Context: an optimization exercise on an open-source flow, tuned for small area. The choices shown serve that exercise and are no tape-out recipe.
Only the layout flow was run in this run; the RTL was not checked for function there.
Power figures rest on the tool's default switching activity, not on a simulated workload.

--- flow/config.mk ---
export PLATFORM = sky130hd
export DESIGN_NAME = ping_pong
export DESIGN_NICKNAME = ping_pong
export VERILOG_FILES = /design/flow/design.v
export SDC_FILE = /design/flow/constraint.sdc
export NUM_CORES = 4
export LEC_CHECK = 0
export CAP_MARGIN = 20
export CORE_MARGIN = 2
export CORE_UTILIZATION = 40
export SLEW_MARGIN = 20
--- flow/constraint.sdc ---
create_clock -name core_clock -period 14.0 [get_ports {sysclk}]
set_input_delay 2.8000 -clock core_clock [delete_from_list [all_inputs] [get_ports {sysclk}]]
set_output_delay 2.8000 -clock core_clock [all_outputs]
set_load 0.01 [all_outputs]
--- flow/design.v ---
module timebase(input clk, input rst, output divclk, output divclk2, output divclk3,
                output rise1, output rise2, output rise3);
    reg [6:0] b;
    reg [3:0] k10;
    reg [2:0] k7;
    wire bz = (b == 7'd0);
    wire bw = (b == 7'd99);
    always @(posedge clk) begin
        if (rst) begin
            b <= 7'd0;
            k10 <= 4'd0;
            k7 <= 3'd0;
        end else begin
            b <= bw ? 7'd0 : b + 7'd1;
            if (bw) begin
                k10 <= (k10 == 4'd9) ? 4'd0 : k10 + 4'd1;
                k7 <= (k7 == 3'd6) ? 3'd0 : k7 + 3'd1;
            end
        end
    end
    assign divclk  = (k7 == 3'd0) ? !bz : (k7 == 3'd1 || k7 == 3'd2) ? 1'b1 :
                     (k7 == 3'd3) ? (b <= 7'd50) : 1'b0;
    assign divclk2 = (k10 == 4'd0) ? !bz : (k10 <= 4'd4) ? 1'b1 :
                     (k10 == 4'd5) ? bz : 1'b0;
    assign divclk3 = k10[0] ? bz : !bz;
    assign rise1 = bz && (k7 == 3'd0);
    assign rise2 = bz && (k10 == 4'd0);
    assign rise3 = bz && !k10[0];
endmodule
module phase(input clk, input rst, input rise3, output u, output ball_on, output paddle_on1,
             output paddle_on2, output p, output D1, output D2);
    reg u, v, p;
    wire R = u & v;
    assign ball_on = (u == v);
    assign paddle_on1 = !u & v;
    assign paddle_on2 = u & !v;
    always @(posedge clk) begin
        if (rst) begin
            u <= 1'b1;
            v <= 1'b1;
            p <= 1'b0;
        end else if (rise3) begin
            u <= !u & v;
            v <= !u & !v;
            p <= !p;
        end
    end
    assign D1 = R | p;
    assign D2 = R | !p;
endmodule
module paddles(input clk, input rst, input rise2, input p1b1, input p1b2, input p2b1, input p2b2,
               output reg [2:0] P1, output reg [2:0] P2);
    function [2:0] pnext;
        input [2:0] P;
        input bdn, bup;
        begin
            pnext = P;
            if (bdn && P != 3'd0) pnext = pnext - 3'd1;
            if (bup && pnext != 3'd5) pnext = pnext + 3'd1;
        end
    endfunction
    always @(posedge clk) begin
        if (rst) begin
            P1 <= 3'd0;
            P2 <= 3'd0;
        end else if (rise2) begin
            P1 <= pnext(P1, p1b1, p1b2);
            P2 <= pnext(P2, p2b1, p2b2);
        end
    end
endmodule
module ballst(input clk, input rst, input en, input [2:0] P1, input [2:0] P2,
              output reg [2:0] X, output reg [2:0] Y, output reg [3:0] sc1, output reg [3:0] sc2);
    reg dl, dr, dy;
    wire [2:0] d2 = X - P2;
    wire [2:0] d1 = X - P1;
    reg [2:0] nX, nY;
    reg ndl, ndr, ndy, inc1, inc2;
    always @(*) begin
        nX = X;
        nY = Y;
        ndl = dl;
        ndr = dr;
        ndy = dy;
        inc1 = 1'b0;
        inc2 = 1'b0;
        if (X == 3'd0 && dl) begin ndl = 1'b0; ndr = 1'b1; end
        if (X == 3'd7 && dr) begin ndl = 1'b1; ndr = 1'b0; end
        if (Y == 3'd0) begin
            ndy = 1'b1;
            if (d2 == 3'd0) begin ndl = 1'b1; ndr = 1'b0; end
            else if (d2 == 3'd1) begin ndl = 1'b0; ndr = 1'b0; end
            else if (d2 == 3'd2) begin ndl = 1'b0; ndr = 1'b1; end
            else begin nX = 3'd4; nY = 3'd4; ndl = 1'b0; ndr = 1'b0; inc1 = 1'b1; end
        end
        if (Y == 3'd7) begin
            ndy = 1'b0;
            if (d1 == 3'd0) begin ndl = 1'b1; ndr = 1'b0; end
            else if (d1 == 3'd1) begin ndl = 1'b0; ndr = 1'b0; end
            else if (d1 == 3'd2) begin ndl = 1'b0; ndr = 1'b1; end
            else begin nX = 3'd4; nY = 3'd4; ndl = 1'b0; ndr = 1'b0; inc2 = 1'b1; end
        end
        if (ndl) nX = nX - 3'd1;
        if (ndr) nX = nX + 3'd1;
        if (ndy) nY = nY + 3'd1; else nY = nY - 3'd1;
    end
    always @(posedge clk) begin
        if (rst) begin
            X <= 3'd4;
            Y <= 3'd4;
            dl <= 1'b0;
            dr <= 1'b1;
            dy <= 1'b1;
            sc1 <= 4'd0;
            sc2 <= 4'd0;
        end else if (en) begin
            X <= nX;
            Y <= nY;
            dl <= ndl;
            dr <= ndr;
            dy <= ndy;
            if (inc1) sc1 <= sc1 + 4'd1;
            if (inc2) sc2 <= sc2 + 4'd1;
        end
    end
endmodule
module matrix(input ball_on, input paddle_on1, input [2:0] X, input [2:0] Y, input [2:0] P1,
              input [2:0] P2, output [7:0] Ox, output [7:0] Oy);
    wire [2:0] Pm = paddle_on1 ? P1 : P2;
    wire [2:0] Xm = ball_on ? X : Pm;
    reg [7:0] ox;
    integer i;
    always @(*) begin
        for (i = 0; i < 8; i = i + 1)
            ox[i] = ball_on ? (Xm == i) : ((i - Xm) <= 2);
    end
    assign Ox = ox;
    assign Oy = ball_on ? ~(8'd1 << Y) : paddle_on1 ? 8'b01111111 : 8'b11111110;
endmodule
module segs(input p, input [3:0] sc1, input [3:0] sc2, output reg [6:0] seg);
    wire [3:0] sc = p ? sc1 : sc2;
    always @(*) begin
        case (sc)
            4'd0: seg = 7'b1000000;
            4'd1: seg = 7'b1111001;
            4'd2: seg = 7'b0100100;
            4'd3: seg = 7'b0110000;
            4'd4: seg = 7'b0011001;
            4'd5: seg = 7'b0010010;
            4'd6: seg = 7'b0000010;
            4'd7: seg = 7'b1111000;
            4'd9: seg = 7'b0010000;
            default: seg = 7'b0000000;
        endcase
    end
endmodule
module ping_pong(Ox,Oy,sysclk,rst,p1b1,p1b2,p2b1,p2b2,divclk,divclk2,divclk3,DA,D1,D2,Dt1,Dt2);
    input sysclk;
    input rst;
    input p1b1;
    input p1b2;
    input p2b1;
    input p2b2;
    output [7:0] Ox;
    output [7:0] Oy;
    output [6:0] DA;
    output D1, D2;
    output Dt1, Dt2;
    output divclk, divclk2, divclk3;
    assign Dt1 = 1'b1;
    assign Dt2 = 1'b1;
    wire rise1, rise2, rise3, u, ball_on, paddle_on1, paddle_on2, p;
    wire [2:0] P1, P2, X, Y;
    wire [3:0] sc1, sc2;
    timebase tb(sysclk, rst, divclk, divclk2, divclk3, rise1, rise2, rise3);
    phase ph(sysclk, rst, rise3, u, ball_on, paddle_on1, paddle_on2, p, D1, D2);
    paddles pd(sysclk, rst, rise2, p1b1, p1b2, p2b1, p2b2, P1, P2);
    ballst bl(sysclk, rst, rise1 & u, P1, P2, X, Y, sc1, sc2);
    matrix mx(ball_on, paddle_on1, X, Y, P1, P2, Ox, Oy);
    segs sg(p, sc1, sc2, DA);
endmodule
--- flow/flow/run.sh ---
#!/bin/bash
# Own layout flow: the standard ORFS flow, with two synthesis changes and one
# placement change:
#  - ABC maps the logic with an area-oriented script (flow/abc_area.script)
#    instead of ORFS's speed script; the clock period is long, so timing is not at risk;
#  - no extraction of half/full adder cells, so ABC can optimise the adder logic
#    together with the rest;
#  - ports are buffered with buf_1 rather than the default buffer choice.
# Everything else (register inference, flattening, renaming, floorplan, PDN,
# placement, CTS, routing) is the standard flow, run through standard.sh.
set -euo pipefail
W=$(pwd)
S=$W/mysynth
mkdir -p $S
# synth.tcl as ORFS has it, with the ABC script replaced right after the preamble
awk -v abc="$W/flow/abc_area.script" '{print} /^source .*synth_preamble.tcl/ {print "set abc_args [list -script " abc " {*}$lib_args {*}$lib_dont_use_args -constr $::env(OBJECTS_DIR)/abc.constr]"}' \
    "$FLOW_HOME/scripts/synth.tcl" > $S/synth.tcl
grep -q "flow/abc_area.script" $S/synth.tcl
# synth_recipe.tcl, sourcing the patched synth.tcl
sed "s#\$::env(SCRIPTS_DIR)/synth.tcl#$S/synth.tcl#" $W/synth_recipe.tcl > $S/synth_recipe.tcl
grep -q "$S/synth.tcl" $S/synth_recipe.tcl
bash $W/standard.sh SYNTH_SCRIPT=$S/synth_recipe.tcl ADDER_MAP_FILE= \
    "BUFFER_PORTS_ARGS=-buffer_cell sky130_fd_sc_hd__buf_1" finish > $W/flow_make.log 2>&1
--- flow/flow/abc_area.script ---
strash
dc2
dch -f
amap
topo
--- flow/standard.sh ---
#!/bin/bash
# synth_recipe.tcl (not shown) runs the flow's synth.tcl, then flattens the netlist and writes it again
# the make line also repeats each setting of config.mk as NAME=value (left out here)
make -C /OpenROAD-flow-scripts/flow DESIGN_CONFIG=/design/flow/config.mk WORK_HOME=/design/flow/orfs CLKGATE_MAP_FILE= SYNTH_SCRIPT=/design/flow/synth_recipe.tcl "${@:-finish}"
==> metrics.yaml <==
critical_path_buf_inv_count: 3
grt_usage: 0.1854
slew-limit-headroom: 0.3916
p_per_area_nw_per_um2: 125.5
avgSynthCellArea_sq_um: 6.746
cts.sinks: 40
async_flop_share: 0
cts_root_buffer: "clkbuf_8"
yosysMostFrequentCell: "nor2_1"
synth-simple-area-share: 0.2598
arrival_ps: 2470
p_leak_nw: 0.8567
critPathSlowestCell: "dfxtp_1"
drt-vias-per-instance: 5.259
cts.repair.resized: 0
area_delta_synth_final_pct: 14.21
worst_hold_path.num_cells: 1
route.vias.total: 2393
grt_pass1_wl_microns: 9556
fillers: 587
hpwlAfterDp_microns: 4294
setup_viol: 0
die-area_sq_um: 6391
synth_ff_type: "dfxtp_1"
fin_nets: 388
comb_power_share: 0.319
max_freq_mhz: 189.9
end_kind: "output pin"
required_ps: 11200
hold_end: "tb.b[0]"
htreeDepth: 2
multi_input_area_sq_um: 1318
worstSetupPathType: "reg -> out"
final_area_sq_um: 2635
min_path_type: "reg -> reg"
worstHoldStart: "tb.b[0]"
path_max_fanout: 11
synthCells: 342
drv_slew: 0
grt_start_max_net_pins: 18
first_pass_iters: 4
diodes: 0
power.switching_uw: 121.3
regArea_sq_um: 800.8
start_kind: "flip-flop"
grt_pass1_vias: 2220
ff2ff_setup_slack_ps: 10930
synth.distinct_cells: 32
hold_violations: 0
clock-skew-final_ps: 10.00
max_cap_viol_count: 0
power_frac_seq: 0.394
dpl-instance-area_sq_um: 2517
synth_top_family_by_area: "compound AO/OA/AOI/OAI gates"
r2r_end: "bl.X[2]"
ys_seq_area_frac: 0.3471
setup_tns_ps: 0
internal_power_uw: 209.3
grt-ovfl-total: 0
gp_congestion: 0.8829
io_buffers: 33
r2r_start: "bl.X[1]"
numCtsBuffers: 5
clockPowerShare: 0.287
yosysWarnings: 6
cts_buffer_depth: 2
crit_chain: "nor2_1 -> a21oi_1 -> clkinv_1 -> a21oi_1 -> clkinv_1 -> nor2_1 -> nand2_1 -> o21ai_0 -> buf_1"
die_h_microns: 79.95
ys_top_cells_by_count: "nor2_1 (64), clkinv_1 (49), dfxtp_1 (40)"
syn_area_sq_um: 2307
r2r.worst_path.cells: 16
min_period_ps: 5267
yosys-top-cells-area: "dfxtp_1 (35%), nor2_1 (10%), clkinv_1 (8.0%), o21ai_0 (6.5%), a21oi_1 (5.9%)"
cts_hold_buf: 0
fp-row-count: 27
slowest_delay_ps: 420
wl_per_cell_microns: 12.17
synth_xor_area_frac: 0
io_pins: 36
die_x_microns: 79.95
synth_top_area_share: 0.3471
clk_latency_ps: 300
synth_compound_area_frac: 0.3053
switching_share: 0.3670
antenna_found_initial: 0
synth_top_cell_by_area: "dfxtp_1"
finalWirelength_microns: 5539
min_period_over_period: 0.3762
drc: 0
coreArea_sq_um: 5540
peakVddDrop_v: 0.00006079
tritoncts: "done"
antenna_left: 0
status: "complete, no violations"
start_util: 0.4164
worstMarginPinSlew_ps: 912.6
muxShareOfSynthArea: 0
synth_edf_count: 0
critical_path.top_delay_family: "compound AO/OA/AOI/OAI gates"
path_clk_slew_ps: 80
cts_setup_buffers: 0
drive_gt1_frac: 0.02611
yosys.area_share.adder: 0
grt_setup_unrepaired: "no"
final_core_util: 0.4756
ys_ff_latch: 40
drtIter0Drc: 136
[cell usage in the layout, fill, tap and decap left out, types with 2 or more instances in the layout]
master and instances:
and2_0 2, o22ai_1 10, dfxtp_1 40, nor2_1 64
o21a_1 4, clkinv_1 49, nor3_1 20, or3_1 2
o221a_1 3, or2_0 3, conb_1 2, nor2b_1 4
nand2_1 32, o21ai_0 30, a211oi_1 14, buf_1 33
a221oi_1 3, a21oi_1 27, nand4_1 6, nand3_1 4
clkbuf_8 5, a31oi_1 3, a22o_1 2, o221ai_1 4
o211ai_1 5
[cell families (layout without fill, tap and decap cells)]
| group | after synthesis | count (layout) |
|---|---|---|
| flip-flops | 40 | 40 |
| other | 1 | 2 |
| buffers and inverters | 51 | 91 |
| AO/OA/AOI/OAI | 111 | 111 |
| AND/OR/NAND/NOR | 139 | 139 |
[flip-flops by register name, indices dropped and copies added, names as in the netlist, 3 cells and up]
signal and count:
bl.sc2 4, bl.Y 3, tb.k7 3, pd.P2 3, tb.k10 4, bl.sc1 4, tb.b 7, pd.P1 3
bl.X 3
[metal layers]
metal | track usage | routed length (microns) | vias up
li1 | - | - | 1300
met1 | 0.2448 | 2816 | 1056
met2 | 0.3008 | 2506 | 29
met3 | 0.03054 | 144 | 8
met4 | 0.07119 | 72 | 0
met5 | 0 | 0 | -
[power groups by stage]
stage | Sequential, mW | Combinational (mW) | Clock (mW)
after global routing | 0.132 | 0.121 | 0.103
after CTS | 0.130 | 0.105 | 0.0978
final | 0.130 | 0.106 | 0.0948
after floorplan | 0.131 | 0.0800 | 0
after global placement | 0.133 | 0.105 | 0
after detailed placement | 0.133 | 0.105 | 0
[final cells by class]
type                            instances  area share
Clock buffer                            5     0.02612
Clock inverter                          3     0.01614
Inverter                               49     0.06980
Multi-Input combinational cell        252      0.5000
Sequential cell                        40      0.3039
Tap cell                               72     0.03419
Timing Repair Buffer                   34     0.04986
[worst max path at each step]
stage	from	to	depth (start not counted)
after floorplan	tb.b[2]	divclk2	7
after CTS	tb.b[2]	divclk2	8
final	ph.v	Ox[2]	9
after global placement	tb.b[2]	divclk2	8
after detailed placement	tb.b[2]	divclk2	8
after global routing	ph.v	Ox[6]	9
[stage by stage]
| step | hold WS [ps] | setup WS, ps | cells | total power [mW] |
|---|---|---|---|---|
| floorplan | 413.2 | 9355 | 343 | 0.2105 |
| global placement | 428.9 | 8925 | 447 | 0.2378 |
| detailed placement | 433.6 | 8852 | 447 | 0.2379 |
| CTS | 453.0 | 8508 | 455 | 0.3335 |
| global route | 488.3 | 8485 | 455 | 0.3561 |
| finish | 449.8 | 8733 | 455 | 0.3307 |

[separate check: timing with driven ports]
In the flow no input, the clock included, has a driving cell. The finished layout below was timed again as built, in two steps. Step 1: set_driving_cell puts a clkbuf_16 on sysclk and a buf_2 on each other input, an assumption about the parent block. Step 2 also shifts input and output timing later by t, the mid clock arrival at the registers, as if the neighbouring blocks saw the same clock. a / b / c = ideal / step 1 / step 2; a / b = the first two.
t (ns): 0.321
setup slack, ns: 8.733 / 8.706 / 9.027
worst setup path at the end: register to output
worst data-port slew with drivers (ns): 0.03
After both steps this run still meets setup and hold. For this run, drivers alone change the setup slack by -0.027 ns; drivers and shift together by +0.294 ns.
